This design comes from an exercise in tuning for small area on the open sky130 flow, not from production work.
In this exercise RTL edits were held to simulation tests only and were not proved equivalent to the original.
No activity file was given, so power comes from the tool's default toggle rates.

$ cat flow/run.sh
#!/bin/bash
# synth_recipe.tcl (not shown) runs the flow's synth.tcl, then flattens the netlist and writes it again
# the make line also repeats each setting of config.mk as NAME=value (left out here)
make -C /OpenROAD-flow-scripts/flow DESIGN_CONFIG=/design/flow/config.mk WORK_HOME=/design/flow/orfs CLKGATE_MAP_FILE= SYNTH_SCRIPT=/design/flow/synth_recipe.tcl finish
$ cat flow/config.mk
export PLATFORM = sky130hd
export DESIGN_NAME = dvf
export DESIGN_NICKNAME = dvf
export VERILOG_FILES = /design/flow/design.v
export SDC_FILE = /design/flow/constraint.sdc
export NUM_CORES = 4
export LEC_CHECK = 0
export CAP_MARGIN = 20
export CORE_MARGIN = 2
export CORE_UTILIZATION = 40
export SLEW_MARGIN = 20
$ cat flow/constraint.sdc
create_clock -name core_clock -period 12.0 [get_ports {clk}]
set_input_delay 2.4000 -clock core_clock [delete_from_list [all_inputs] [get_ports {clk}]]
set_output_delay 2.4000 -clock core_clock [all_outputs]
set_load 0.01 [all_outputs]
$ cat flow/design.v
module dvf(clk, rst, data_in, div);
input clk, rst;
input [19:0] data_in;
output div;
reg [19:0] cnt1, cnt2, cnt3;
reg div_odd_1, div_odd_2, div_even;
always @(posedge clk or negedge rst) begin
	if(!rst) begin
		cnt1 = 0;
		div_even = 0;
	end
	else begin
		cnt1 = cnt1 + 1;
		if(cnt1 >= data_in>>1) begin
			cnt1 = 0;
			div_even = ~div_even;
		end
	end
end
always @(posedge clk or negedge rst) begin
	if(!rst) begin
		cnt2 = 0;
		div_odd_1 = 0;
	end
	else begin
		cnt2 = cnt2 + 1;
		if(cnt2 == (data_in+20'd1)>>1) begin
			div_odd_1 = ~div_odd_1;
		end
		else if(cnt2 == data_in) begin
			cnt2 = 0;
			div_odd_1 = ~div_odd_1;
		end
	end
end
always @(negedge clk or negedge rst) begin
	if(!rst) begin
		cnt3 = 0;
		div_odd_2 = 0;
	end
	else begin
		cnt3 = cnt3 + 1;
		if(cnt3 == (data_in+20'd1)>>1) begin
			div_odd_2 = ~div_odd_2;
		end
		else if(cnt3 == data_in) begin
			cnt3 = 0;
			div_odd_2 = ~div_odd_2;
		end
	end
end
assign div = data_in[0] ? (div_odd_1 | div_odd_2) : div_even;
endmodule
==> results of run 1 <==
## kinds of logic (layout without fill, tap and decap cells)
logic type,after synthesis,count (layout),synth area share
adder cells (fa/ha/maj),23,23,0.0514
buffers and inverters,60,72,0.0456
XOR/XNOR,135,135,0.231
other,1,1,0.000670
flip-flops,63,63,0.282
multiplexers,7,7,0.0130
AND/OR/NAND/NOR,291,291,0.282
AO/OA/AOI/OAI,70,70,0.0948
## power by group
group | switching [mW] | leakage, nW | internal (mW)
Combinational | 0.0465 | 1.66 | 0.0358
Clock | 0.103 | 0.146 | 0.165
Sequential | 0.00472 | 0.755 | 0.217
## worst max path at each step
| stage | endpoint | slack (ns) |
|---|---|---|
| floorplan | cnt3[14]$_DFF_NN0_ | 1.05 |
| global placement | cnt3[1]$_DFF_NN0_ | 0.50 |
| detailed placement | cnt3[2]$_DFF_NN0_ | 0.31 |
| CTS | cnt3[2]$_DFF_NN0_ | 0.69 |
| global route | cnt3[15]$_DFF_NN0_ | 0.47 |
| finish | cnt3[2]$_DFF_NN0_ | 0.59 |
## per-stage QoR
step                worst slack, ns  std cells
floorplan                      1.05        650
global placement              0.499        826
detailed placement            0.311        826
CTS                           0.686        842
global route                  0.466        842
finish                        0.586        842
## synthesized netlist by cell type, drive strengths merged (22+ instances only)
master and number:
inv 22, ha 23, nor2b 26, nand3 40
clkbuf 24, dfrtp 42, xor2 33, nor3 22
xnor2 94, nor2 67, nand2 35, nand4 23
## state kept, by name, summed over array words and instances (netlist names)
| register | cells |
|---|---|
| cnt2 | 20 |
| cnt3 | 20 |
| div_even | 1 |
| div_odd_1 | 1 |
| div_odd_2 | 1 |
| cnt1 | 20 |
## final cells by class
cell class,count,area [um^2]
clock buffer,10,239
clock inverter,6,60.1
inverter,22,82.6
timing repair buffer,34,305
tap,180,225
multi-input combinational,527,3760
sequential,63,1580
fill,1378,7520
## metal layers
layer | vias to the layer above | global-route usage
li1 | 2316 | -
met1 | 2270 | 0.301
met2 | 129 | 0.339
met3 | 21 | 0.0428
met4 | 0 | 0.0754
met5 | - | 0
==> summary.md, run 1 <==
| Metric | Value |
|---|---|
| CTS resizes | 0 |
| CP max stage cell | clkdlybuf4s50_1 |
| WHS | ~0.44 ns |
| Total Routing Usage GR | 0.217 |
| Total Power | around 0.57 mW |
| Syn nets | between 600 and 700 |
| Antenna violations before repair | 0 |
| Hold-fix buffers at CTS | 0 |
| CP Launch Point | data_in[5] |
| Area Growth Syn to Fin | 11.7% |
| CP delay by family, top | simple AND/OR/NAND/NOR gates |
| Rows | between 40 and 50 |
| Final Core Density | 0.454 |
| Clock transition at path regs | 0.04 ns |
| Routed wl met2 | 7080 um |
| Nets | around 700 |
| Synthesized area | approximately 5600 um^2 |
| Final Max Slew Viols | 0 |
| Hold worst-path end | div_odd_2$_DFFE_NN0P_ |
| CP cell instances | clkdlybuf4s50_1 > nand4_1 > nor4_1 > xnor2_1 > xor2_1 > nand3b_1 > and4bb_2 > a311oi_4 > buf_4 > nor2_1 |
| Req. time, crit path | 6.18 ns |
| Final setup TNS | 0 ns |
| Die width | around 120 um |
| Worst Skew | around 0.0033 ns |
| Global-route wire length before repair | approximately 25,000 um |
| RePlAce Congestion | about 0.9 |
| Final setup fails | 0 |
| Share of layout cells above drive strength 1 | 0.0589 |
| Total Routed Length | roughly 15,000 um |
| DR vias/cell | between 5 and 6 |
| Leakage | ~2.6 nW |
| Post-synth ARST share | 1.00 |
| Worst R2R Path Depth | 8 |
| Critical Path End Type | register |
| Hold Crit Depth | 1 |
| WL/cell | around 18 um |
| PortBufs | 22 |
| Io pins | 23 |
| Synth Area per Inst | around 8.6 um^2 |
| Post-synth EDFFs | 0 |
| Post-DRT Antenna Nets | 0 |
| Initial DRC count | 365 |
| Critical path peak fanout | 19 |
| Synth warn | 1 |
| Worst rel slew slack | 0.326 |
| Slowest Stage Delay on Critical Path | around 0.67 ns |
| Capture point of the worst reg-to-reg path | cnt2[6]$_DFF_PN0_ |
| Hold Startpoint | div_odd_2$_DFFE_NN0P_ |
| CTS tree | done |
| Sequential cell area fraction in the yosys report | 0.282 |
| Yosys top cell by area | dfrtp_1 |
| Number of buffers created by CTS | 9 |
| Pwr Density | around 91 nW/um^2 |
| Vias in the first global route | ~4,500 |
| Arrival time at the worst endpoint | 5.59 ns |
| Buf+Inv Stages, Crit Path | 2 |
| Die Y | 122 um |
| Hold Fails Final Rpt | 0 |
| GR Overflow Total | 0 |
| Post-Route M1 WL | between 7000 and 8000 um |
| Largest net degree at the start of global routing | 42 |
| Register bit total from synthesis | 63 |
| Core ar. | 13,800 um^2 |
| Diode count | 0 |
| Die area | roughly 15,000 um^2 |
| Status | complete, no violations |
| Initial Utilization | 0.406 |
| Post-CTS Setup Repair Bufs | 0 |
| Max clock buf depth | 2 |
| Maximum resistive drop on vdd | around 0.060 mV |
| Crit Path Class | input port to register |
| Worst-Skew Late Latency | roughly 0.34 ns |
| Yosys cell types | between 60 and 70 |
| H-tree depth | 3 |
| Routed via count | 4,736 |
| Total clock sinks | 63 |
| Startpoint Class | input port |
| Top cell type's share of synthesized area | 0.188 |
| DP Wirelength | between 10,000 and 15,000 um |
| Unrepaired setup endpoints after global routing | false |
| DRC | 0 |
| DRT Pass-1 Iters | 4 |
| Reg2reg setup slack | roughly 7.8 ns |
| Final instance area | 6250 um^2 |
| Commonest non-fill, non-tap cell in the layout | xnor2_1 |
| Most used DFF post-synth | dfrtp_1 |
| Max-capacitance violation count | 0 |
| Hold Path Class | register to register |
| Worst-Margin Slew | 1.01 ns |
| Reg2Reg Launch Point | cnt2[0]$_DFF_PN0_ |
| DR top layer | met4 |
| Post-DP Area | between 5000 and 6000 um^2 |
| Crit path depth | 10 |
| Cell count after synthesis | 650 |
| Commonest non-fill, non-tap cells in the layout | xnor2_1, nor2_1, dfrtp_1, nand3_1, nand2_1 |
| WL met3 | ~900 um |
| Top cells by area, synth | dfrtp_1, xnor2_1, dfrtn_1 |
| Root buf cell | clkbuf_16 |
==> run 2, diff against run 1 <==
==> flow/design.v (replaced) <==
module dvf(clk, rst, data_in, div);
input clk, rst;
input [19:0] data_in;
output div;
reg [18:0] c1;
reg e;
wire [18:0] n1 = c1 + 19'd1;
always @(posedge clk or negedge rst) begin
	if(!rst) begin
		c1 <= 0;
		e <= 0;
	end else if(n1 >= data_in[19:1]) begin
		c1 <= 0;
		e <= ~e;
	end else
		c1 <= n1;
end
reg [19:0] c3;
reg o1, o2;
wire [19:0] n3 = c3 + 20'd1;
wire [19:0] half = (data_in + 20'd1) >> 1;
always @(negedge clk or negedge rst) begin
	if(!rst) begin
		c3 <= 0;
		o2 <= 0;
	end else if(n3 == half) begin
		c3 <= n3;
		o2 <= ~o2;
	end else if(n3 == data_in) begin
		c3 <= 0;
		o2 <= ~o2;
	end else
		c3 <= n3;
end
always @(posedge clk or negedge rst) begin
	if(!rst)
		o1 <= 0;
	else
		o1 <= o2;
end
assign div = data_in[0] ? (o1 | o2) : e;
endmodule
==> run 2 against run 1 <==
  * Core utilization fell by 0.35 points
  * Sequential share of layout area fell by 1.2 points
  * Power fell by 42%
  * Clock-buffer cell count fell by 3
  * Via count fell by 25%
  * Die area fell by 28%
  * Sequential power fell by 29%
  * Final area fell by 30%
  * First-iteration DRC count fell by 36%
==> summary.md, run 2 <==
| Metric | Value |
|---|---|
| DR vias/cell | 5.86 (+4.2%) |
| Most frequent CP cell | nand4_1 |
| DRC | 0 (unchanged) |
| Clock transition at path regs | 0.06 ns (+0.02 ns) |
| Met3 Use GR | 0.0258 (-0.0169) |
| PortBufs | 22 (unchanged) |
| Worst rel slew slack | 0.488 (+0.162) |
| Synthesized area | 3980 um^2 (-29%) |
| Most used DFF post-synth | dfrtp_1 |
| Routed via count | 3,562 (-25%) |
| Int Pwr | 0.229 mW (-45%) |
| Io pins | 23 (unchanged) |
| Initial Utilization | 0.409 (+0.00222) |
| Final setup TNS | 0 ns (unchanged) |
| Diode count | 0 (unchanged) |
| CP Launch Point | data_in[0] |
| Post-DP Area | 4290 um^2 (-28%) |
| Req. time, crit path | 6.14 ns (-0.04 ns) |
| Critical Path End Type | register |
| Final instance area | 4380 um^2 (-30%) |
| Sw frac | 0.303 (+0.0336) |
| Vias in the first global route | 3,457 (-24%) |
| Commonest non-fill, non-tap cell in the layout | xnor2_1 |
| CP cell instances | clkdlybuf4s50_1 > ha_1 > nand4_1 > nor4_1 > xnor2_1 > xnor3_1 > nand4_1 > nor3_1 > a41oi_4 > buf_4 > nor2_1 |
| Hold Fails Final Rpt | 0 (unchanged) |
| Area Growth Syn to Fin | 10.3% |
| Sw power | 0.0997 mW (-35%) |
| Post-CTS Setup Repair Bufs | 0 (unchanged) |
| DP Wirelength | 8640 um (-29%) |
| Buf+Inv Stages, Crit Path | 2 (unchanged) |
| Synth warn | 1 (unchanged) |
| Register bit total from synthesis | 42 (-33%) |
| Die area | 10,800 um^2 (-28%) |
| GRT Max-Usage Layer | met2 |
| Worst-Margin Slew | 0.761 ns (-0.250 ns) |
| Setup WS pre-CTS | 0.589 ns (+0.278 ns) |
| Sequential Power Share | 0.473 (+0.086) |
| CP Capture Point | c3[3]$_DFF_NN0_ |
| Pwr Density | 75.0 nW/um^2 (-18%) |
| Initial DRC count | 232 (-36%) |
| Die Y | 104 um (-15%) |
| Maximum resistive drop on vdd | 0.0330 mV (-45%) |
| RePlAce Congestion | 0.914 (-0.71%) |
| Root buf cell | clkbuf_8 |
| Number of buffers created by CTS | 5 (-4) |
| Commonest non-fill, non-tap cells in the layout | xnor2_1, nor2_1, nand3_1, inv_1, nand4_1 |
| Hold-fix buffers at CTS | 0 (unchanged) |
| Top cell type's share of synthesized area | 0.132 (-0.0556) |
| Die width | 104 um (-15%) |
| Nets | 518 (-26%) |
| Synth Area per Inst | 8.64 um^2 (+0.36%) |
| Sequential cell area fraction in the yosys report | 0.264 (-0.0173) |
| Post-synth EDFFs | 0 (unchanged) |
| Startpoint Class | input port |
| Reg2Reg Launch Point | o2$_DFFE_NN0P_ |
| Final setup margin | 0.873 ns (+0.287 ns) |
| Cell count after synthesis | 460 (-29%) |
| Clk network pwr share | 0.304 (-0.165) |
| Most numerous cell in the Yosys netlist | xnor2_1 |
| CTS tree | done |
| Total Routing Usage GR | 0.206 (-0.0119) |
| DRT Pass-1 Iters | 5 (+1) |
| Antenna violations before repair | 0 (unchanged) |
| CP delay by family, top | simple AND/OR/NAND/NOR gates |
| Arrival time at the worst endpoint | 5.26 ns (-0.33 ns) |
| Post-synth ARST share | 1.00 (unchanged) |
| Max reg flops | 20 |
| Unrepaired setup endpoints after global routing | false |
| CTS resizes | 0 (unchanged) |
| Final Max Slew Viols | 0 (unchanged) |
| Yosys cell types | 56 (-15%) |
| GR Overflow Total | 0 (unchanged) |
| Reg2reg setup slack | 5.48 ns (-2.32 ns) |
| Worst-Skew Late Latency | 0.30 ns (-0.04 ns) |
| Crit Path Class | input port to register |
| Slowest Stage Delay on Critical Path | 0.58 ns (-0.09 ns) |
| Final setup fails | 0 (unchanged) |
| Largest register by flop count | c3 |
| Total clock sinks | 42 (-33%) |
| WL/cell | 18.0 um (-1.5%) |
| H-tree depth | 2 (-1) |
| Capture point of the worst reg-to-reg path | o1$_DFF_PN0_ |
| Worst Skew | 0.00882 ns (+0.00554 ns) |
| Critical path peak fanout | 14 (-5) |
| Max clock buf depth | 2 (unchanged) |
| Top cells by area, synth | dfrtn_1, dfrtp_1, xnor2_1 |
| Worst R2R Path Depth | 0 (-8) |
| Share of layout cells above drive strength 1 | 0.0337 (-0.0252) |
| Core ar. | 9730 um^2 (-29%) |
| Leakage | 1.77 nW (-31%) |
| Rows | 36 (-16%) |
| Gate power share | 0.223 (+0.079) |
| Hold Path Class | register to register |
| Yosys top cell by area | dfrtn_1 |
| Status | complete, no violations |
| M1 GR Usage | 0.283 (-0.0186) |
| Max-capacitance violation count | 0 (unchanged) |
| Met2 usage | 0.334 (-0.00410) |
| Syn nets | 504 (-27%) |
| Total Routed Length | 11,000 um (-29%) |
| Total Power | 0.329 mW (-42%) |
| Largest net degree at the start of global routing | 43 (+2.4%) |
| CP max stage cell | clkdlybuf4s50_1 |
| Post-DRT Antenna Nets | 0 (unchanged) |
| Crit path depth | 11 (+1) |
| Synth top cells by count | xnor2_1, nor2_1, nand3_1 |
| Global-route wire length before repair | 17,700 um (-28%) |
-- run 2: cell count changes after synthesis, sizes merged, moves of 7 or more --
cell    before  now
and4        10    3
a21boi       0   19
nand3       40   29
nor2        67   40
dfrtp       42   21
xnor2       94   53
xor2        33   17
nor2b       26   10
buf         14    7
clkbuf      24   10
nand2       35   18
-- run 2: power groups by stage --
stage	logic, mW	registers, mW	clock network [mW]
finish	0.0733	0.156	0.100
global route	0.0817	0.157	0.109
CTS	0.0738	0.155	0.104
detailed placement	0.0730	0.158	0
global placement	0.0714	0.158	0
floorplan	0.0477	0.157	0
-- run 2: cells by family after synthesis --
family          after synthesis  synth area share
xor+xnor                     79             0.206
mux                           1           0.00252
compound gates               84             0.159
fa+ha+maj                    22            0.0692
flops                        42             0.264
simple gates                191             0.256
buf+inv                      41            0.0434
-- run 2: worst min-delay path by stage --
stage | depth (start not counted) | slack (ns) | start | end
after floorplan | 1 | 0.41 | o2$_DFFE_NN0P_ | o2$_DFFE_NN0P_
after global placement | 1 | 0.44 | o2$_DFFE_NN0P_ | o2$_DFFE_NN0P_
after detailed placement | 1 | 0.45 | o2$_DFFE_NN0P_ | o2$_DFFE_NN0P_
after CTS | 1 | 0.46 | o2$_DFFE_NN0P_ | o2$_DFFE_NN0P_
after global routing | 1 | 0.49 | o2$_DFFE_NN0P_ | o2$_DFFE_NN0P_
final | 1 | 0.45 | o2$_DFFE_NN0P_ | o2$_DFFE_NN0P_
-- run 2: metal layers --
metal  share of wire  routed length, um
met5               0                  0
met4           0.029                317
met3           0.054                588
met1            0.47               5130
met2            0.45               4930
-- run 2: layout make-up --
cell class | instances | area, um^2
clock buffer | 7 | 86.3
fill | 994 | 5350
sequential | 42 | 1050
multi-input combinational | 377 | 2750
clock inverter | 1 | 5.00
timing repair buffer | 24 | 233
inverter | 24 | 90.1
tap | 133 | 166
-- run 2: stage by stage --
| stage | utilization | hold slack, ns | instances |
|---|---|---|---|
| 2_1_floorplan | - | 0.414 | 460 |
| 3_3_place_gp | 0.441 | 0.440 | 600 |
| 3_5_place_dp | 0.441 | 0.448 | 600 |
| 4_1_cts | 0.450 | 0.461 | 608 |
| 5_1_grt | 0.450 | 0.490 | 608 |
| 6_report | 0.450 | 0.446 | 608 |
==> run 3, diff against run 2 <==
==> flow/design.v (replaced) <==
module dvf(clk, rst, data_in, div);
input clk, rst;
input [19:0] data_in;
output div;
wire b = data_in[0];
wire [18:0] h = data_in[19:1];
reg [18:0] c1;
reg e;
wire [19:0] q;       
wire [18:0] n1;      
wire [19:0] g;       
assign q[0] = 1'b1;
assign g[0] = 1'b1;
genvar i;
generate for (i = 0; i < 19; i = i + 1) begin : ev
	assign n1[i] = c1[i] ^ q[i];
	assign q[i+1] = c1[i] & q[i];
	assign g[i+1] = (n1[i] & ~h[i]) | (n1[i] & g[i]) | (~h[i] & g[i]);
end endgenerate
wire hit1 = g[19];
always @(posedge clk or negedge rst) begin
	if(!rst) begin
		c1 <= 0;
		e <= 0;
	end else begin
		c1 <= n1 & {19{~hit1}};
		e <= e ^ hit1;
	end
end
reg [19:0] c3;
reg o1, o2;
wire [20:0] p;       
wire [19:0] n3;      
wire [19:0] x;
assign p[0] = 1'b1;
generate for (i = 0; i < 20; i = i + 1) begin : od
	assign n3[i] = c3[i] ^ p[i];
	assign p[i+1] = c3[i] & p[i];
	assign x[i] = b ? c3[i] : n3[i];
end endgenerate
wire hitA = (x[18:0] == h) & ~n3[19];
wire hitB = (x[19:1] == h) & ~x[0];
wire clr = hitB & ~hitA;
always @(negedge clk or negedge rst) begin
	if(!rst) begin
		c3 <= 0;
		o2 <= 0;
	end else begin
		c3 <= n3 & {20{~clr}};
		o2 <= o2 ^ (hitA | hitB);
	end
end
always @(posedge clk or negedge rst) begin
	if(!rst)
		o1 <= 0;
	else
		o1 <= o2;
end
assign div = b ? (o1 | o2) : e;
endmodule
==> flow/flow/run.sh (new file) <==
#!/bin/bash
# Standard ORFS layout with small port buffers and a small clock tree.
set -euo pipefail
bash standard.sh \
  "BUFFER_PORTS_ARGS=-buffer_cell sky130_fd_sc_hd__buf_1" \
  "CTS_ARGS=-sink_clustering_enable -repair_clock_nets -dont_use_dummy_load -buf_list sky130_fd_sc_hd__clkbuf_4 -root_buf sky130_fd_sc_hd__clkbuf_4 -sink_clustering_size 12" \
  finish > make.log 2>&1
==> flow/standard.sh (new file) <==
#!/bin/bash
# synth_recipe.tcl (not shown) runs the flow's synth.tcl, then flattens the netlist and writes it again
# the make line also repeats each setting of config.mk as NAME=value (left out here)
make -C /OpenROAD-flow-scripts/flow DESIGN_CONFIG=/design/flow/config.mk WORK_HOME=/design/flow/orfs CLKGATE_MAP_FILE= SYNTH_SCRIPT=/design/flow/synth_recipe.tcl "${@:-finish}"
removed: flow/run.sh
==> run 3 against run 2 <==
  * Hold slack improved by 0.0076 ns
  * Sequential share of layout area rose by 10 points
  * Wire length fell by 52%
  * First-iteration DRC count fell by 84%
  * Final cell count fell by 38%
  * Critical path depth fell by 2
  * Register-to-register slack barely moved
==> summary.md, run 3 <==
| Metric | Value |
|---|---|
| Status | complete, no violations |
| Most frequent CP cell | nor2b_2 |
| PortBufs | 22 (unchanged) |
| Adder-Cell Fraction of Synth Area | 0.168 (+0.0987) |
| Die Y | 88.6 um (-15%) |
| Io pins | 23 (unchanged) |
| Commonest non-fill, non-tap cell in the layout | ha_1 |
| Synth warn | 1 (unchanged) |
| Final setup TNS | 0 ns (unchanged) |
| WHS | 0.454 ns (+0.00755 ns) |
| Critical Path End Type | register |
| DP Wirelength | 4380 um (-49%) |
| Total Power | 0.295 mW (-10%) |
| Post-synth EDFFs | 0 (unchanged) |
| Worst Skew | 0.0129 ns (+0.00412 ns) |
| Post-synthesis xor/xnor area fraction | 0.138 (-0.0678) |
| Final Max Slew Viols | 0 (unchanged) |
| Arrival time at the worst endpoint | 5.01 ns (-0.25 ns) |
| Simple-Gate Fraction of Synth Area | 0.176 (-0.0797) |
| Total clock sinks | 42 (unchanged) |
| Initial DRC count | 36 (-84%) |
| Clock transition at path regs | 0.07 ns (about the same) |
| Total Routed Length | 5320 um (-52%) |
| Post-CTS Setup Repair Bufs | 0 (unchanged) |
| Syn nets | 317 (-37%) |
| Max clock buf depth | 2 (unchanged) |
| Global-route wire length before repair | 9020 um (-49%) |
| Initial Utilization | 0.417 (+0.00801) |
| Core ar. | 6870 um^2 (-29%) |
| Final setup fails | 0 (unchanged) |
| Req. time, crit path | 6.16 ns (+0.02 ns) |
| Diode count | 0 (unchanged) |
| WL/cell | 14.0 um (-22%) |
| Worst rel slew slack | 0.402 (-0.0863) |
| CTS resizes | 0 (unchanged) |
| Most used DFF post-synth | dfrtp_1 |
| Cell count after synthesis | 260 (-43%) |
| Post-synth ARST share | 1.00 (unchanged) |
| Worst-Skew Late Latency | 0.34 ns (+0.04 ns) |
| Post-DRT Antenna Nets | 0 (unchanged) |
| Commonest non-fill, non-tap cells in the layout | ha_1, xnor2_1, dfrtp_1, dfrtn_1, buf_1 |
| Yosys top cell by area | dfrtn_1 |
| Hold Path Class | register to register |
| Top cells by area, synth | dfrtn_1, dfrtp_1, ha_1 |
| Largest family of logic cells by synthesized area | simple AND/OR/NAND/NOR gates |
| GR Overflow Total | 0 (unchanged) |
| Max reg flops | 20 (unchanged) |
| Synth Area in Compound Gates | 0.0533 (-0.106) |
| RePlAce Congestion | 0.824 (-9.9%) |
| CTS tree | done |
| Synthesized area | 2860 um^2 (-28%) |
| Worst-Margin Slew | 0.898 ns (+0.136 ns) |
| Rows | 30 (-17%) |
| Root buf cell | clkbuf_4 |
| DRC | 0 (unchanged) |
| Routed via count | 1,831 (-49%) |
| Vias in the first global route | 1,899 (-45%) |
| Multiplexer share of the synthesized area | 0.0595 (+0.0569) |
| CP cell instances | buf_1 > mux2i_1 > xnor2_1 > nor4_1 > nand4_1 > nor4_2 > nor2b_2 > buf_4 > nor2b_2 |
| Largest register by flop count | c3 |
| Sequential cell area fraction in the yosys report | 0.367 (+0.103) |
| Slowest Stage Delay on Critical Path | 0.65 ns (+0.07 ns) |
| Top cell type's share of synthesized area | 0.184 (+0.0514) |
| Total Routing Usage GR | 0.150 (-0.0553) |
| Reg2reg setup slack | 5.49 ns (about the same) |
| Number of buffers created by CTS | 5 (unchanged) |
| Unrepaired setup endpoints after global routing | false |
| Pwr Density | 95.8 nW/um^2 (+28%) |
| H-tree depth | 2 (unchanged) |
| Nets | 343 (-34%) |
| Synth Area per Inst | 11.0 um^2 (+27%) |
| Startpoint Class | input port |
| DR vias/cell | 4.82 (-18%) |
| Share of layout cells above drive strength 1 | 0.123 (+0.0896) |
| Most numerous cell in the Yosys netlist | ha_1 |
| Die width | 88.6 um (-15%) |
| Hold Fails Final Rpt | 0 (unchanged) |
| Maximum resistive drop on vdd | 0.0390 mV (+18%) |
| Leakage | 1.48 nW (-16%) |
| DRT Pass-1 Iters | 4 (-1) |
| Largest net degree at the start of global routing | 26 (-40%) |
| Hold-fix buffers at CTS | 0 (unchanged) |
| Fillcell total | 688 (-31%) |
| CP max stage cell | buf_1 |
| Synth top cells by count | ha_1, xnor2_1, dfrtn_1, dfrtp_1, nor2b_2 |
| Die area | 7850 um^2 (-27%) |
| Critical path peak fanout | 20 (+6) |
| Max-capacitance violation count | 0 (unchanged) |
| Yosys cell types | 39 (-30%) |
| Antenna violations before repair | 0 (unchanged) |
| Area Growth Syn to Fin | 7.52% |
| Register bit total from synthesis | 42 (unchanged) |
| Crit Path Class | input port to register |
run 3: cell types whose count changed after synthesis, moves of 15 or more:
cell      delta
a21boi_0    -19
nor2_1      -36
nor2b_2     +19
xnor2_1     -19
nand3_1     -27
nand2_1     -15
nand4_1     -18
mux2i_1     +16
nor3_1      -20
run 3: path summary, 6_finish.rpt:
check                                   to       startpoint  cells after the start
max                        c3[1]$_DFF_NN0_       data_in[0]                      9
min                        c3[0]$_DFF_NN0_  c3[0]$_DFF_NN0_                      1
max reg2reg                   o1$_DFF_PN0_     o2$_DFF_NN0_                      0
min reg2reg                c3[0]$_DFF_NN0_  c3[0]$_DFF_NN0_                      1
max in group asynchronous     o2$_DFF_NN0_              rst                      2
min in group asynchronous  c1[3]$_DFF_PN0_              rst                      1
run 3: kinds of logic (layout without fill, tap and decap cells):
family | Yosys count | after routing
AO/OA/AOI/OAI | 20 | 20
XOR/XNOR | 45 | 45
adder cells (fa/ha/maj) | 39 | 39
buffers and inverters | 22 | 46
flip-flops | 42 | 42
multiplexers | 17 | 17
AND/OR/NAND/NOR | 75 | 75
run 3: routing by layer:
layer,vias to the layer above,routed length [um],global-route usage
li1,939,-,-
met4,0,55,0.0358
met3,4,125,0.0289
met2,18,2380,0.233
met5,-,0,0
met1,870,2750,0.217
run 3: cell type report:
cell class	instances	area, um^2	share of cell area
timing repair buffer	25	106	0.0346
clock buffer	5	37.5	0.0122
tap	96	120	0.0390
inverter	16	60.1	0.0195
sequential	42	1050	0.342
multi-input combinational	196	1700	0.553
run 3: per-stage QoR:
stage,worst slack (ns),std cells,cell area (um^2),util
global route,0.958,380,3080,0.448
global placement,0.815,375,3040,0.442
finish,1.16,380,3080,0.448
floorplan,1.82,260,2860,-
CTS,1.15,380,3080,0.448
detailed placement,0.825,375,3040,0.442
run 3: worst max-delay path, delay by kind of cell:
kind	cells	cell delay [ns]
AND/OR/NAND/NOR	5	1.06
buffers and inverters	2	0.96
multiplexers	1	0.46
XOR/XNOR	1	0.11
run 3: power by group:
group	switching, mW	internal, mW	leakage [nW]
Combinational	0.0368	0.0377	0.906
Sequential	0.00470	0.155	0.550
Clock	0.0412	0.0197	0.0230
Total	0.0827	0.212	1.48
==> run 4, diff against run 3 <==
==> flow/flow/run.sh (replaced) <==
#!/bin/bash
# Standard ORFS layout with small port buffers and a small clock tree.
set -euo pipefail
bash standard.sh \
  "BUFFER_PORTS_ARGS=-buffer_cell sky130_fd_sc_hd__buf_1" \
  "CTS_ARGS=-sink_clustering_enable -repair_clock_nets -dont_use_dummy_load -buf_list sky130_fd_sc_hd__clkbuf_4 -root_buf sky130_fd_sc_hd__clkbuf_4 -sink_clustering_size 10" \
  finish > make.log 2>&1
==> run 4 against run 3 <==
  * Clock skew stayed put
  * Combinational power about the same
  * Global-route usage is the same
  * Wire length is the same
  * Final cell count is the same
  * Largest cell class unchanged
  * Highest routed layer unchanged
  * Via count unchanged
==> summary.md, run 4 <==
| Metric | Value |
|---|---|
| Status | complete, no violations |
| DP Wirelength | 4380 um (unchanged) |
| Max clock buf depth | 2 (unchanged) |
| Most used DFF post-synth | dfrtp_1 |
| Capture point of the worst reg-to-reg path | o1$_DFF_PN0_ |
| Sw power | 0.0827 mW (unchanged) |
| RePlAce Congestion | 0.824 (unchanged) |
| Synthesized area | 2860 um^2 (unchanged) |
| Post-DRT Antenna Nets | 0 (unchanged) |
| Commonest non-fill, non-tap cells in the layout | ha_1, xnor2_1, dfrtp_1, dfrtn_1, buf_1 |
| Final Max Slew Viols | 0 (unchanged) |
| Startpoint Class | input port |
| Unrepaired setup endpoints after global routing | false |
| Share of layout cells above drive strength 1 | 0.123 (unchanged) |
| Most numerous cell in the Yosys netlist | ha_1 |
| CTS tree | done |
| Int Pwr | 0.212 mW (unchanged) |
| H-tree depth | 2 (unchanged) |
| Post-synth EDFFs | 0 (unchanged) |
| Hold-fix buffers at CTS | 0 (unchanged) |
| Number of buffers created by CTS | 5 (unchanged) |
| Gate power share | 0.253 (about the same) |
| Diode count | 0 (unchanged) |
| Cell count after synthesis | 260 (unchanged) |
| Register bit total from synthesis | 42 (unchanged) |
| Initial DRC count | 36 (unchanged) |
| Antenna violations before repair | 0 (unchanged) |
| Critical path peak fanout | 20 (unchanged) |
| Die width | 88.6 um (unchanged) |
| Nets | 343 (unchanged) |
| WL/cell | 14.0 um (unchanged) |
| DRC | 0 (unchanged) |
| Sequential cell area fraction in the yosys report | 0.367 (unchanged) |
| Reg2reg setup slack | 5.49 ns (about the same) |
| Max-capacitance violation count | 0 (unchanged) |
| Routed via count | 1,831 (unchanged) |
| CP cell instances | buf_1 > mux2i_1 > xnor2_1 > nor4_1 > nand4_1 > nor4_2 > nor2b_2 > buf_4 > nor2b_2 |
| Clock transition at path regs | 0.07 ns (about the same) |
| Core ar. | 6870 um^2 (unchanged) |
| Synth top cells by count | ha_1, xnor2_1, dfrtn_1, dfrtp_1, nor2b_2 |
| Hold worst-path end | c3[0]$_DFF_NN0_ |
| Total Routing Usage GR | 0.150 (unchanged) |
| Largest net degree at the start of global routing | 26 (unchanged) |
| Area Growth Syn to Fin | 7.52% (unchanged) |
| WHS | 0.454 ns (unchanged) |
| PortBufs | 22 (unchanged) |
| Vias in the first global route | 1,899 (unchanged) |
| Synth Area per Inst | 11.0 um^2 (unchanged) |
| Post-synth ARST share | 1.00 (unchanged) |
| Worst-Margin Slew | 0.898 ns (unchanged) |
| Die Y | 88.6 um (unchanged) |
| Rows | 30 (unchanged) |
| Largest register by flop count | c3 |
| Worst Skew | 0.0129 ns (unchanged) |
| Worst R2R Path Depth | 0 (unchanged) |
| CTS resizes | 0 (unchanged) |
| Hold Fails Final Rpt | 0 (unchanged) |
| Crit Path Class | input port to register |
| Hold Crit Depth | 1 (unchanged) |
| DR vias/cell | 4.82 (unchanged) |
| Arrival time at the worst endpoint | 5.01 ns (about the same) |
| Post-CTS Setup Repair Bufs | 0 (unchanged) |
| Most frequent CP cell | nor2b_2 |
| Global-route wire length before repair | 9020 um (unchanged) |
| Io pins | 23 (unchanged) |
| Sw frac | 0.281 (unchanged) |
| Req. time, crit path | 6.16 ns (about the same) |
| Sequential Power Share | 0.541 (about the same) |
| Max reg flops | 20 (unchanged) |
| Worst-Skew Late Latency | 0.34 ns (about the same) |
| Commonest non-fill, non-tap cell in the layout | ha_1 |
| Top cell type's share of synthesized area | 0.184 (unchanged) |
| Final setup fails | 0 (unchanged) |
| Final setup TNS | 0 ns (unchanged) |
| Die area | 7850 um^2 (unchanged) |
| CP max stage cell | buf_1 |
| Root buf cell | clkbuf_4 |
| Total clock sinks | 42 (unchanged) |
| Total Routed Length | 5320 um (unchanged) |
| Yosys cell types | 39 (unchanged) |
| Synth warn | 1 (unchanged) |
| Syn nets | 317 (unchanged) |
| GR Overflow Total | 0 (unchanged) |
| Worst rel slew slack | 0.402 (unchanged) |
| Initial Utilization | 0.417 (unchanged) |
| DRT Pass-1 Iters | 4 (unchanged) |
| Slowest Stage Delay on Critical Path | 0.65 ns (about the same) |
| Reg2Reg Launch Point | o2$_DFF_NN0_ |
| Maximum resistive drop on vdd | 0.0390 mV (unchanged) |
| Top cells by area, synth | dfrtn_1, dfrtp_1, ha_1 |
| Total Power | 0.295 mW (unchanged) |
| Leakage | 1.48 nW (unchanged) |
| Pwr Density | 95.8 nW/um^2 (unchanged) |
| Hold Path Class | register to register |
| Clk network pwr share | 0.207 (about the same) |
| Yosys top cell by area | dfrtn_1 |
| Hold Startpoint | c3[0]$_DFF_NN0_ |
| Critical Path End Type | register |
==> run 4: per-stage QoR <==
step | setup WS [ns] | instances | instance area, um^2 | util
final | 1.16 | 380 | 3080 | 0.448
after global routing | 0.958 | 380 | 3080 | 0.448
after CTS | 1.15 | 380 | 3080 | 0.448
after detailed placement | 0.825 | 375 | 3040 | 0.442
after global placement | 0.815 | 375 | 3040 | 0.442
after floorplan | 1.82 | 260 | 2860 | -
==> run 4: kinds of logic (layout without fill, tap and decap cells) <==
kind of cell	after synthesis	count (layout)	synth area share
simple gates	75	75	0.176
xor+xnor	45	45	0.138
flops	42	42	0.367
fa+ha+maj	39	39	0.168
buf+inv	22	46	0.0380
compound gates	20	20	0.0533
mux	17	17	0.0595
==> run 4: final cells by class <==
cell class,instances,area (um^2)
clock buffers,5,37.5
fillers,688,3790
inverters,16,60.1
multi-input cells,196,1700
flip-flops and latches,42,1050
well taps,96,120
repair buffers,25,106
==> run 4: routing by layer <==
metal	routed length, um	track usage	part of all wire
met4	55	0.0358	0.010
met5	0	0	0
met2	2380	0.233	0.45
met1	2750	0.217	0.52
met3	125	0.0289	0.024
==> run 4: power by group through the flow <==
stage | Combinational (mW) | Sequential [mW] | Clock [mW]
floorplan | 0.0547 | 0.161 | 0
global placement | 0.0739 | 0.162 | 0
detailed placement | 0.0753 | 0.163 | 0
CTS | 0.0758 | 0.160 | 0.0643
global route | 0.0857 | 0.161 | 0.0688
finish | 0.0745 | 0.159 | 0.0609
==> run 4: how the worst max path moves through the flow <==
stage / from / end
floorplan: data_in[0] / c3[11]$_DFF_NN0_
global placement: data_in[0] / c3[13]$_DFF_NN0_
detailed placement: data_in[0] / c3[1]$_DFF_NN0_
CTS: data_in[0] / c3[1]$_DFF_NN0_
global route: data_in[0] / c3[4]$_DFF_NN0_
finish: data_in[0] / c3[1]$_DFF_NN0_
==> run 4: worst max-delay path, delay by kind of cell <==
kind,cells,cell delay [ns]
multiplexers,1,0.46
AND/OR/NAND/NOR,5,1.06
buffers and inverters,2,0.96
XOR/XNOR,1,0.11
==> run 5, diff against run 4 <==
--- a/flow/design.v
+++ b/flow/design.v
@@ -20,15 +20,14 @@
 wire hit1 = g[19];
+always @(posedge clk)
+	c1 <= n1 & {19{rst & ~hit1}};
 always @(posedge clk or negedge rst) begin
-	if(!rst) begin
-		c1 <= 0;
+	if(!rst)
 		e <= 0;
-	end else begin
-		c1 <= n1 & {19{~hit1}};
+	else
 		e <= e ^ hit1;
-	end
 end
-reg [19:0] c3;
+reg [19:0] c2;
 reg o1, o2;
 wire [20:0] p;       
-wire [19:0] n3;      
+wire [19:0] n2;      
 wire [19:0] x;
@@ -36,17 +35,16 @@
 generate for (i = 0; i < 20; i = i + 1) begin : od
-	assign n3[i] = c3[i] ^ p[i];
-	assign p[i+1] = c3[i] & p[i];
-	assign x[i] = b ? c3[i] : n3[i];
+	assign n2[i] = c2[i] ^ p[i];
+	assign p[i+1] = c2[i] & p[i];
+	assign x[i] = b ? c2[i] : n2[i];
 end endgenerate
-wire hitA = (x[18:0] == h) & ~n3[19];
+wire hitA = (x[18:0] == h) & ~n2[19];
 wire hitB = (x[19:1] == h) & ~x[0];
 wire clr = hitB & ~hitA;
+always @(posedge clk)
+	c2 <= n2 & {20{rst & ~clr}};
 always @(negedge clk or negedge rst) begin
-	if(!rst) begin
-		c3 <= 0;
+	if(!rst)
 		o2 <= 0;
-	end else begin
-		c3 <= n3 & {20{~clr}};
-		o2 <= o2 ^ (hitA | hitB);
-	end
+	else
+		o2 <= o1 ^ (hitA | hitB);
 end
==> run 5 against run 4 <==
  * Still clean on timing, DRC and antenna
  * Clock-buffer cell count unchanged
  * Sequential power is about 10% lower
  * Wire length down 8.3%
==> summary.md, run 5 <==
| Metric | Value |
|---|---|
| Status | complete, no violations |
| Die Y | 85.3 um (-3.7%) |
| Initial DRC count | 51 (+42%) |
| Met3 Use GR | 0.0331 (+0.00416) |
| Top cell type's share of synthesized area | 0.295 (+0.112) |
| Worst R2R Path Depth | 24 (+24) |
| Total Routed Length | 4880 um (-8.3%) |
| Pwr Density | 84.0 nW/um^2 (-12%) |
| Vias in the first global route | 1,746 (-8.1%) |
| Post-synth ARST share | 0.0714 (-0.929) |
| Post-DRT Antenna Nets | 0 (unchanged) |
| Worst Skew | 0.0242 ns (+0.0113 ns) |
| Synth Area per Inst | 10.3 um^2 (-6.8%) |
| Hold Startpoint | c1[0]$_DFF_P_ |
| Final instance area | 2810 um^2 (-8.5%) |
| Rows | 29 (-3.3%) |
| Area Growth Syn to Fin | 6.39% |
| Register bit total from synthesis | 42 (unchanged) |
| Post-DP Area | 2780 um^2 (-8.6%) |
| Yosys top cell by area | dfxtp_1 |
| WL/cell | 13.7 um (-2.4%) |
| Commonest non-fill, non-tap cell in the layout | dfxtp_1 |
| Synthesized area | 2650 um^2 (-7.6%) |
| Commonest non-fill, non-tap cells in the layout | dfxtp_1, xnor2_1, and2_1, ha_1, buf_1 |
| Maximum resistive drop on vdd | 0.0424 mV (+8.8%) |
| GR Overflow Total | 0 (unchanged) |
| Capture point of the worst reg-to-reg path | o2$_DFF_NN0_ |
| M1 GR Usage | 0.193 (-0.0242) |
| Total clock sinks | 42 (unchanged) |
| Post-synth EDFFs | 0 (unchanged) |
| Initial Utilization | 0.414 (-0.00239) |
| Max clock buf depth | 2 (unchanged) |
| Arrival time at the worst endpoint | 5.15 ns (+0.14 ns) |
| Reg2Reg Launch Point | c2[0]$_DFF_P_ |
| Area of the multi-input gates | 1690 um^2 (-0.96%) |
| Synth top cells by count | dfxtp_1, xnor2_1, and2_1 |
| Antenna violations before repair | 0 (unchanged) |
| Final setup fails | 0 (unchanged) |
| DRC | 0 (unchanged) |
| DRT Pass-1 Iters | 5 (+1) |
| Nets | 339 (-1.2%) |
| Hold worst-path end | c1[0]$_DFF_P_ |
| Worst-Skew Late Latency | 0.36 ns (+0.02 ns) |
| Share of layout cells above drive strength 1 | 0.0429 (-0.0804) |
| Most used DFF post-synth | dfxtp_1 |
| Routed via count | 1,800 (-1.7%) |
| Syn nets | 315 (-0.63%) |
| Sequential Area | 856 um^2 (-19%) |
| Cell count after synthesis | 258 (-0.77%) |
| Root buf cell | clkbuf_4 |
| Hold Fails Final Rpt | 0 (unchanged) |
| Yosys cell types | 39 (unchanged) |
| Hold Path Class | register to register |
| Startpoint Class | register |
| Die area | 7280 um^2 (-7.2%) |
| Worst-Margin Slew | 0.617 ns (-0.280 ns) |
| Unrepaired setup endpoints after global routing | false |
| PortBufs | 22 (unchanged) |
| Sequential cell area fraction in the yosys report | 0.324 (-0.0437) |
| Hold Crit Depth | 1 (unchanged) |
| Clock transition at path regs | 0.12 ns (+0.05 ns) |
| Fillcell total | 629 (-8.6%) |
| Number of buffers created by CTS | 5 (unchanged) |
| Final Max Slew Viols | 0 (unchanged) |
| Met2 usage | 0.232 (-0.00155) |
| CTS tree | done |
| DP Wirelength | 4000 um (-8.7%) |
| Top cells by area, synth | dfxtp_1, ha_1, xnor2_1 |
| Req. time, crit path | 6.20 ns (+0.04 ns) |
| Total Routing Usage GR | 0.146 (-0.00471) |
| Most numerous cell in the Yosys netlist | dfxtp_1 |
| Hold-fix buffers at CTS | 0 (unchanged) |
| Max reg flops | 20 (unchanged) |
| Leakage | 1.29 nW (-12%) |
| DR vias/cell | 5.04 (+4.6%) |
| Crit Path Class | register to register |
| Worst rel slew slack | 0.588 (+0.187) |
| Reg2reg setup slack | 1.04 ns (-4.45 ns) |
| RePlAce Congestion | 0.782 (-5.1%) |
| Io pins | 23 (unchanged) |
| Synth warn | 1 (unchanged) |
| Max-capacitance violation count | 0 (unchanged) |
| CTS resizes | 0 (unchanged) |
| Core ar. | 6390 um^2 (-7.0%) |
| Critical path peak fanout | 5 (-75%) |
| Largest net degree at the start of global routing | 21 (-19%) |
| H-tree depth | 2 (unchanged) |
| Die width | 85.3 um (-3.7%) |
| Global-route wire length before repair | 8250 um (-8.5%) |
| Final setup TNS | 0 ns (unchanged) |
| Largest register by flop count | c2 |
| GRT Max-Usage Layer | met2 |
| Post-CTS Setup Repair Bufs | 0 (unchanged) |
| Diode count | 0 (unchanged) |
| Critical Path End Type | register |
## run 5: cell count changes after synthesis, moves of 5 or more
cell     change
nor2b_2     -18
dfrtp_1     -19
and2_1      +19
dfxtp_1     +39
dfrtn_1     -20
nor2b_1      +5
## run 5: per-stage QoR
| stage | instances | util | total power [mW] | hold WS (ns) | setup WS [ns] |
|---|---|---|---|---|---|
| after floorplan | 258 | - | 0.169 | 0.420 | 1.36 |
| after global placement | 352 | 0.435 | 0.179 | 0.448 | 1.08 |
| after detailed placement | 352 | 0.435 | 0.179 | 0.447 | 1.04 |
| after CTS | 357 | 0.441 | 0.240 | 0.466 | 0.995 |
| after global routing | 357 | 0.441 | 0.248 | 0.489 | 0.682 |
| final | 357 | 0.441 | 0.236 | 0.472 | 1.04 |
## run 5: critical path: stages (launching register included)
cell,delay (ns)
dfxtp_1,0.37
ha_1,0.23
ha_1,0.18
ha_1,0.18
ha_1,0.18
ha_1,0.18
ha_1,0.18
ha_1,0.18
ha_1,0.18
ha_1,0.18
ha_1,0.18
ha_1,0.18
ha_1,0.17
ha_1,0.17
ha_1,0.17
ha_1,0.17
ha_1,0.18
ha_1,0.18
ha_1,0.28
mux2i_1,0.24
xnor2_1,0.10
nor4_1,0.33
nand4_1,0.15
nor2b_1,0.16
xnor2_1,0.11
## run 5: how the worst max path moves through the flow
stage,to,cells after the start,start
2_1_floorplan,o2$_DFF_NN0_,24,c2[0]$_DFF_P_
3_3_place_gp,o2$_DFF_NN0_,24,c2[0]$_DFF_P_
3_5_place_dp,o2$_DFF_NN0_,24,c2[0]$_DFF_P_
4_1_cts,o2$_DFF_NN0_,24,c2[0]$_DFF_P_
5_1_grt,o2$_DFF_NN0_,24,c2[0]$_DFF_P_
6_report,o2$_DFF_NN0_,24,c2[0]$_DFF_P_
## run 5: report_power, final
part | total, mW | internal (mW) | switching (mW)
combinational | 0.0323 | 0.0141 | 0.0183
clock | 0.0611 | 0.0196 | 0.0415
sequential | 0.143 | 0.142 | 0.00141
total | 0.236 | 0.175 | 0.0612
## run 5: kinds of logic after synthesis
| logic type | Yosys count | synth area share |
|---|---|---|
| buffers and inverters | 19 | 0.0393 |
| AND/OR/NAND/NOR | 74 | 0.170 |
| AO/OA/AOI/OAI | 22 | 0.0714 |
| multiplexers | 18 | 0.0695 |
| adder cells (fa/ha/maj) | 38 | 0.177 |
| XOR/XNOR | 45 | 0.149 |
| flip-flops | 42 | 0.324 |
## run 5: area by class of cell
| type | count | area share |
|---|---|---|
| repair buffers | 23 | 0.0320 |
| well taps | 77 | 0.0342 |
| inverters | 13 | 0.0173 |
| flip-flops and latches | 42 | 0.304 |
| multi-input cells | 197 | 0.599 |
| clock buffers | 5 | 0.0133 |
## run 5: routing by layer
layer,wire (um),vias up
met5,0,-
met4,71,0
met3,162,6
met2,2260,31
met1,2380,826
li1,-,937
==> run 6, diff against run 5 <==
--- a/flow/flow/run.sh
+++ b/flow/flow/run.sh
@@ -1,5 +1,12 @@
 #!/bin/bash
-# Standard ORFS layout with small port buffers and a small clock tree.
+# ORFS layout as standard.sh runs it, with:
+#  - synthesis mapped by an area-oriented ABC script, without half-adder cells
+#  - sky130_fd_sc_hd__buf_1 as the port buffers
+#  - a small clock tree of clkbuf_4 without dummy loads
 set -euo pipefail
+F=$PWD/flow
+export MY_ABC_SCRIPT=$F/abc_area.script
 bash standard.sh \
+  "SYNTH_SCRIPT=$F/synth.tcl" \
+  "ADDER_MAP_FILE=" \
   "BUFFER_PORTS_ARGS=-buffer_cell sky130_fd_sc_hd__buf_1" \
==> flow/flow/abc_area.script (new file) <==
strash
&get -n
&st
&dc2
&dch -f
&nf -p -R 1000
&put
topo
dnsize
==> flow/flow/synth.tcl (new file) <==
# The standard synthesis (synth_recipe.tcl), with ABC run on an
# area-oriented script instead of ORFS's speed script.
proc synth {args} { yosys synth -nofsm -noshare {*}$args }
proc abc {args} {
  set keep {}
  set i 0
  while {$i < [llength $args]} {
    set a [lindex $args $i]
    if {$a eq "-script" || $a eq "-D"} { incr i 2; continue }
    lappend keep $a
    incr i
  }
  yosys abc -script $::env(MY_ABC_SCRIPT) {*}$keep
}
source $::env(SCRIPTS_DIR)/synth.tcl
# left out here: clear keep_hierarchy, flatten, clean up, hide names made inside functions, write 1_2_yosys.v
==> run 6 against run 5 <==
  * Final cell count is 6.4% higher
  * Sequential share of layout area rose by 3.5 points
  * Via count is 6.1% higher
  * First-iteration DRC count up 51%
  * Hold slack improved by 0.045 ns
  * Wire length decreased by 9.2%
  * Synthesized area shrank 13%
  * Global-route usage grew 0.35 points
  * Non-clock buffer count is 1 higher
  * Flip-flop and latch count did not move
  * Critical path depth is 11 lower
  * Setup slack worse by 0.17 ns
==> summary.md, run 6 <==
| Metric | Value |
|---|---|
| Register bit total from synthesis | 42 (unchanged) |
| Initial Utilization | 0.415 (+0.000675) |
| Final setup TNS | 0 ns (unchanged) |
| RePlAce Congestion | 0.781 (-0.15%) |
| Synth Area per Inst | 8.24 um^2 (-20%) |
| Yosys cell types | 26 (-33%) |
| Io pins | 23 (unchanged) |
| Max-capacitance violation count | 0 (unchanged) |
| WL/cell | 11.7 um (-15%) |
| Critical Path End Type | register |
| Arrival time at the worst endpoint | 5.31 ns (+0.16 ns) |
| Synthesized area | 2300 um^2 (-13%) |
| Largest register by flop count | c2 |
| Worst rel slew slack | 0.543 (-0.0451) |
| Cell count after synthesis | 279 (+8.1%) |
| Largest net degree at the start of global routing | 29 (+38%) |
| Nets | 332 (-2.1%) |
| Startpoint Class | input port |
| Top cell type's share of synthesized area | 0.340 (+0.0445) |
| Syn nets | 301 (-4.4%) |
| Core ar. | 5540 um^2 (-13%) |
| CP cell instances | buf_1 > o21ai_0 > xnor2_1 > o2111ai_1 > nor4_1 > nand4_1 > nor4_1 > nand4_1 > a21oi_1 > o21ai_0 > a2111oi_0 > nor2b_1 > xnor2_1 |
| DRC | 0 (unchanged) |
| CP delay by family, top | compound AO/OA/AOI/OAI gates |
| Post-DP Area | 2490 um^2 (-10%) |
| Rows | 27 (-6.9%) |
| Sw power | 0.0576 mW (-5.9%) |
| Commonest non-fill, non-tap cells in the layout | nor2_1, dfxtp_1, xnor2_1, xor2_1, nand2_1 |
| CTS resizes | 0 (unchanged) |
| Total Routed Length | 4430 um (-9.2%) |
| Most numerous cell in the Yosys netlist | nor2_1 |
| Area of the multi-input gates | 1440 um^2 (-15%) |
| CTS tree | done |
| PortBufs | 22 (unchanged) |
| Crit Path Class | input port to register |
| DR vias/cell | 5.03 (-0.31%) |
| Worst Skew | 0.0187 ns (-0.00556 ns) |
| Unrepaired setup endpoints after global routing | false |
| Maximum resistive drop on vdd | 0.0512 mV (+21%) |
| Placed insts | 375 (+6.5%) |
| Die Y | 79.8 um (-6.5%) |
| Hold Path Class | register to register |
| Synth top cells by count | nor2_1, dfxtp_1, xnor2_1 |
| Most used DFF post-synth | dfxtp_1 |
| Routed via count | 1,910 (+6.1%) |
| H-tree depth | 2 (unchanged) |
| Die width | 79.8 um (-6.5%) |
| Status | complete, no violations |
| Req. time, crit path | 6.18 ns (-0.02 ns) |
| Final setup fails | 0 (unchanged) |
| Vias in the first global route | 1,773 (+1.5%) |
| Hold Fails Final Rpt | 0 (unchanged) |
| Slowest Stage Delay on Critical Path | 0.53 ns (+0.16 ns) |
| Worst-Margin Slew | 0.685 ns (+0.0677 ns) |
| Sequential Area | 856 um^2 (unchanged) |
| Pwr Density | 90.5 nW/um^2 (+7.7%) |
| Total Routing Usage GR | 0.149 (+0.00350) |
| Hold-fix buffers at CTS | 0 (unchanged) |
| Synth warn | 1 (unchanged) |
| Clk network pwr share | 0.264 (+0.006) |
| Die area | 6370 um^2 (-12%) |
| Fillcell total | 578 (-8.1%) |
| Share of layout cells above drive strength 1 | 0.0227 (-0.0201) |
| Total clock sinks | 42 (unchanged) |
| Number of buffers created by CTS | 5 (unchanged) |
| Commonest non-fill, non-tap cell in the layout | nor2_1 |
| Diode count | 0 (unchanged) |
| Post-synth ARST share | 0.0714 (unchanged) |
| GR Overflow Total | 0 (unchanged) |
| Yosys top cell by area | dfxtp_1 |
| Root buf cell | clkbuf_4 |
| Max reg flops | 20 (unchanged) |
| Max clock buf depth | 2 (unchanged) |
| Clock transition at path regs | 0.12 ns (about the same) |
| Post-CTS Setup Repair Bufs | 0 (unchanged) |
| Sequential cell area fraction in the yosys report | 0.372 (+0.0488) |
| Int Pwr | 0.171 mW (-2.6%) |
| Antenna violations before repair | 0 (unchanged) |
| Final instance area | 2520 um^2 (-10%) |
| Non-filler cells, final | 380 (+6.4%) |
| Buf+Inv Stages, Crit Path | 1 (+1) |
| Final Max Slew Viols | 0 (unchanged) |
| Sw frac | 0.252 (-0.00663) |
| Initial DRC count | 77 (+51%) |
| Leakage | 0.869 nW (-33%) |
| Gate power share | 0.107 (-0.030) |
| DRT Pass-1 Iters | 4 (-1) |
| Worst-Skew Late Latency | 0.35 ns (about the same) |
| Global-route wire length before repair | 7600 um (-7.9%) |
| CP max stage cell | a2111oi_0 |
| Post-synth EDFFs | 0 (unchanged) |
| DP Wirelength | 3360 um (-16%) |
| Area Growth Syn to Fin | 9.80% |
| Top cells by area, synth | dfxtp_1, xnor2_1, xor2_1 |
| Post-DRT Antenna Nets | 0 (unchanged) |
| Sequential Power Share | 0.629 (+0.024) |
| Critical path peak fanout | 14 (+9) |
-- run 6: changes by cell type after synthesis, moves of 5 or more --
cell	before	now
nor2_1	4	48
and2_1	36	0
ha_1	35	0
nand2_1	3	26
xor2_1	7	30
o21ai_0	0	20
mux2i_1	17	0
inv_1	13	0
a21oi_1	1	12
nand3_1	0	9
a21o_1	0	8
a22oi_1	1	6
nand4_1	3	8
-- run 6: cell type report --
type	count	area share
tap	72	0.0357
inverter	2	0.00297
timing repair buffer	24	0.0387
sequential	42	0.339
multi-input combinational	235	0.569
clock buffer	5	0.0149
-- run 6: logic make-up after synthesis --
kind of cell,Yosys count,synth area share
AND/OR/NAND/NOR,108,0.208
XOR/XNOR,64,0.244
AO/OA/AOI/OAI,63,0.173
flip-flops,42,0.372
buffers and inverters,2,0.00327
-- run 6: path summary, 6_finish.rpt --
check                      cells after the start  slack [ns]          start            end
min reg2reg                                    1        0.52  c1[0]$_DFF_P_  c1[0]$_DFF_P_
min                                            1        0.52  c1[0]$_DFF_P_  c1[0]$_DFF_P_
max reg2reg                                   17        1.75  c2[0]$_DFF_P_   o2$_DFF_NN0_
max in group asynchronous                      1        3.99            rst   o2$_DFF_NN0_
min in group asynchronous                      1        1.88            rst   o1$_DFF_PN0_
max                                           13        0.87     data_in[0]   o2$_DFF_NN0_
-- run 6: worst register-to-register path, stage by stage, from the launching register on --
cell	delay (ns)
dfxtp_1	0.46
nand4_1	0.20
nor2b_1	0.25
nand3_1	0.17
nor2b_1	0.26
nand3_1	0.19
nor2b_1	0.25
nand3_1	0.17
nor2b_1	0.27
nand3_1	0.18
nor2b_1	0.26
xnor2_1	0.17
nor2_1	0.06
a21oi_1	0.26
o21ai_0	0.12
a2111oi_0	0.53
nor2b_1	0.13
xnor2_1	0.15
-- run 6: per-layer routing --
metal	part of all wire	vias to the layer above	GRT usage
met5	0	-	0
met4	0.014	0	0.0508
met3	0.050	7	0.0430
met2	0.45	31	0.246
met1	0.48	839	0.186
li1	-	1033	-
-- run 6: metrics by stage --
| step | setup slack (ns) | power, mW | hold WS [ns] | utilization |
|---|---|---|---|---|
| floorplan | 1.32 | 0.160 | 0.460 | - |
| global placement | 0.579 | 0.171 | 0.490 | 0.449 |
| detailed placement | 0.514 | 0.171 | 0.496 | 0.449 |
| CTS | 0.853 | 0.233 | 0.526 | 0.456 |
| global route | 0.437 | 0.241 | 0.546 | 0.456 |
| finish | 0.870 | 0.228 | 0.516 | 0.456 |
-- run 6: power groups by stage --
stage	combinational, mW	clock [mW]	sequential [mW]
floorplan	0.0140	0	0.146
global placement	0.0246	0	0.147
detailed placement	0.0246	0	0.147
CTS	0.0248	0.0646	0.144
global route	0.0277	0.0697	0.144
finish	0.0245	0.0603	0.144
==> run 7, diff against run 6 <==
--- a/flow/flow/run.sh
+++ b/flow/flow/run.sh
@@ -12,3 +12,3 @@
   "BUFFER_PORTS_ARGS=-buffer_cell sky130_fd_sc_hd__buf_1" \
-  "CTS_ARGS=-sink_clustering_enable -repair_clock_nets -dont_use_dummy_load -buf_list sky130_fd_sc_hd__clkbuf_4 -root_buf sky130_fd_sc_hd__clkbuf_4 -sink_clustering_size 10" \
+  "CTS_ARGS=-sink_clustering_enable -repair_clock_nets -dont_use_dummy_load -buf_list sky130_fd_sc_hd__clkbuf_16 -root_buf sky130_fd_sc_hd__clkbuf_16 -sink_clustering_size 50 -sink_clustering_max_diameter 500" \
   finish > make.log 2>&1
==> run 7 against run 6 <==
  * Still clean on timing, DRC and antenna
  * Combinational power hardly changed
  * Clock skew increased by 0.0065 ns
  * Sequential power about the same
  * Register-to-register slack better by 0.06 ns
  * Sequential share of layout area is 1.1 points lower
  * Largest cell class unchanged
==> summary.md, run 7 <==
| Metric | Value |
|---|---|
| PortBufs | 22 (unchanged) |
| Status | complete, no violations |
| Post-synth EDFFs | 0 (unchanged) |
| Share of layout cells above drive strength 1 | 0.0227 (unchanged) |
| Top cells by area, synth | dfxtp_1, xnor2_1, xor2_1 |
| DR vias/cell | 5.01 (-0.26%) |
| Max reg flops | 20 (unchanged) |
| Critical path peak fanout | 14 (unchanged) |
| Sequential cell area fraction in the yosys report | 0.372 (unchanged) |
| Area Growth Syn to Fin | 13.6% |
| Clock transition at path regs | 0.06 ns (-0.06 ns) |
| Leakage | 0.908 nW (+4.4%) |
| Total Routing Usage GR | 0.149 (+0.000273) |
| Fillcell total | 568 (-1.7%) |
| WHS | 0.502 ns (-0.0139 ns) |
| Max clock buf depth | 2 (unchanged) |
| Routed via count | 1,905 (-0.26%) |
| CP max stage cell | a2111oi_0 |
| Register bit total from synthesis | 42 (unchanged) |
| Syn nets | 301 (unchanged) |
| Maximum resistive drop on vdd | 0.0652 mV (+27%) |
| Placed insts | 375 (unchanged) |
| Buf+Inv Stages, Crit Path | 1 (unchanged) |
| Worst-Skew Late Latency | 0.30 ns (-0.05 ns) |
| Post-CTS Setup Repair Bufs | 0 (unchanged) |
| Largest register by flop count | c2 |
| Final setup TNS | 0 ns (unchanged) |
| Startpoint Class | input port |
| Synth warn | 1 (unchanged) |
| Worst rel slew slack | 0.542 (-0.00146) |
| Worst Skew | 0.0251 ns (+0.00647 ns) |
| Largest net degree at the start of global routing | 29 (unchanged) |
| Synth top cells by count | nor2_1, dfxtp_1, xnor2_1 |
| CP cell instances | buf_1 > o21ai_0 > xnor2_1 > o2111ai_1 > nor4_1 > nand4_1 > nor4_1 > nand4_1 > a21oi_1 > o21ai_0 > a2111oi_0 > nor2b_1 > xnor2_1 |
| DRT Pass-1 Iters | 4 (unchanged) |
| Crit Path Class | input port to register |
| Synth Area per Inst | 8.24 um^2 (unchanged) |
| Slowest Stage Delay on Critical Path | 0.53 ns (about the same) |
| Commonest non-fill, non-tap cell in the layout | nor2_1 |
| Routed wl met2 | 1990 um (-1.3%) |
| CTS resizes | 0 (unchanged) |
| Vias in the first global route | 1,773 (unchanged) |
| Sequential Area | 856 um^2 (unchanged) |
| Final Max Slew Viols | 0 (unchanged) |
| Yosys cell types | 26 (unchanged) |
| DR top layer | met4 |
| Antenna violations before repair | 0 (unchanged) |
| Post-DRT Antenna Nets | 0 (unchanged) |
| Post-synth ARST share | 0.0714 (unchanged) |
| Area of the multi-input gates | 1440 um^2 (unchanged) |
| H-tree depth | 2 (unchanged) |
| Die width | 79.8 um (unchanged) |
| DRC | 0 (unchanged) |
| Total Routed Length | 4420 um (-0.20%) |
| Core ar. | 5540 um^2 (unchanged) |
| Synthesized area | 2300 um^2 (unchanged) |
| Unrepaired setup endpoints after global routing | false |
| Pwr Density | 111 nW/um^2 (+22%) |
| Critical Path End Type | register |
| Req. time, crit path | 6.14 ns (-0.04 ns) |
| Nets | 332 (unchanged) |
| GR Overflow Total | 0 (unchanged) |
| Hold Path Class | register to register |
| Post-Route M1 WL | 2130 um (about the same) |
| Most used DFF post-synth | dfxtp_1 |
| WL met3 | 231 um (+4.5%) |
| Initial DRC count | 98 (+27%) |
| Max-capacitance violation count | 0 (unchanged) |
| Hold Fails Final Rpt | 0 (unchanged) |
| Top cell type's share of synthesized area | 0.340 (unchanged) |
| Commonest non-fill, non-tap cells in the layout | nor2_1, dfxtp_1, xnor2_1, xor2_1, nand2_1 |
| Rows | 27 (unchanged) |
| Hold-fix buffers at CTS | 0 (unchanged) |
| Worst-Margin Slew | 0.687 ns (+0.00218 ns) |
| DP Wirelength | 3360 um (unchanged) |
| CP delay by family, top | compound AO/OA/AOI/OAI gates |
| Arrival time at the worst endpoint | 5.33 ns (+0.02 ns) |
| Root buf cell | clkbuf_16 |
| Die area | 6370 um^2 (unchanged) |
| RePlAce Congestion | 0.781 (unchanged) |
| Final setup fails | 0 (unchanged) |
| Diode count | 0 (unchanged) |
| Global-route wire length before repair | 7580 um (-0.26%) |
| Io pins | 23 (unchanged) |
| CTS tree | done |
| WL/cell | 11.6 um (-0.20%) |
| Cell count after synthesis | 279 (unchanged) |
| Total clock sinks | 42 (unchanged) |
| Yosys top cell by area | dfxtp_1 |
| Non-filler cells, final | 380 (unchanged) |
| Initial Utilization | 0.415 (unchanged) |
| Die Y | 79.8 um (unchanged) |
| Number of buffers created by CTS | 5 (unchanged) |
| Most numerous cell in the Yosys netlist | nor2_1 |
[run 7: cell types whose count changed in the layout (fill, tap and decap cells not counted)]
cell,delta
clkbuf_16,+5
clkbuf_4,-5
[run 7: per-stage QoR]
| step | utilization | setup slack, ns | power, mW | cell area [um^2] |
|---|---|---|---|---|
| floorplan | - | 1.32 | 0.160 | 2300 |
| global placement | 0.449 | 0.579 | 0.171 | 2490 |
| detailed placement | 0.449 | 0.514 | 0.171 | 2490 |
| CTS | 0.471 | 0.806 | 0.294 | 2610 |
| global route | 0.471 | 0.385 | 0.302 | 2610 |
| finish | 0.471 | 0.814 | 0.289 | 2610 |
[run 7: path summary, 6_finish.rpt]
check / start / to / slack [ns] / cells after the start
max: data_in[0] / o2$_DFF_NN0_ / 0.81 / 13
min: c1[0]$_DFF_P_ / c1[0]$_DFF_P_ / 0.50 / 1
max reg2reg: c2[0]$_DFF_P_ / o2$_DFF_NN0_ / 1.81 / 17
min reg2reg: c1[0]$_DFF_P_ / c1[0]$_DFF_P_ / 0.50 / 1
max in group asynchronous: rst / o2$_DFF_NN0_ / 3.95 / 1
min in group asynchronous: rst / o1$_DFF_PN0_ / 1.96 / 1
[run 7: cell type report]
class	count	area share
clock buffer	5	0.0479
inverter	2	0.00287
multi-input combinational	235	0.550
sequential	42	0.328
tap	72	0.0345
timing repair buffer	24	0.0374
[run 7: cells by family (layout without fill, tap and decap cells)]
kind of cell / Yosys count / in the layout / synth area share
AND/OR/NAND/NOR: 108 / 108 / 0.208
XOR/XNOR: 64 / 64 / 0.244
flip-flops: 42 / 42 / 0.372
buffers and inverters: 2 / 31 / 0.00327
AO/OA/AOI/OAI: 63 / 63 / 0.173
[run 7: power breakdown]
part	internal [mW]	switching, mW
sequential	0.141	0.00237
combinational	0.00995	0.0146
clock	0.0734	0.0471
total	0.225	0.0640
[run 7: routing by layer]
layer,vias to the layer above,global-route usage
met3,8,0.0430
met1,834,0.184
met5,-,0
met2,31,0.247
li1,1032,-
met4,0,0.0559
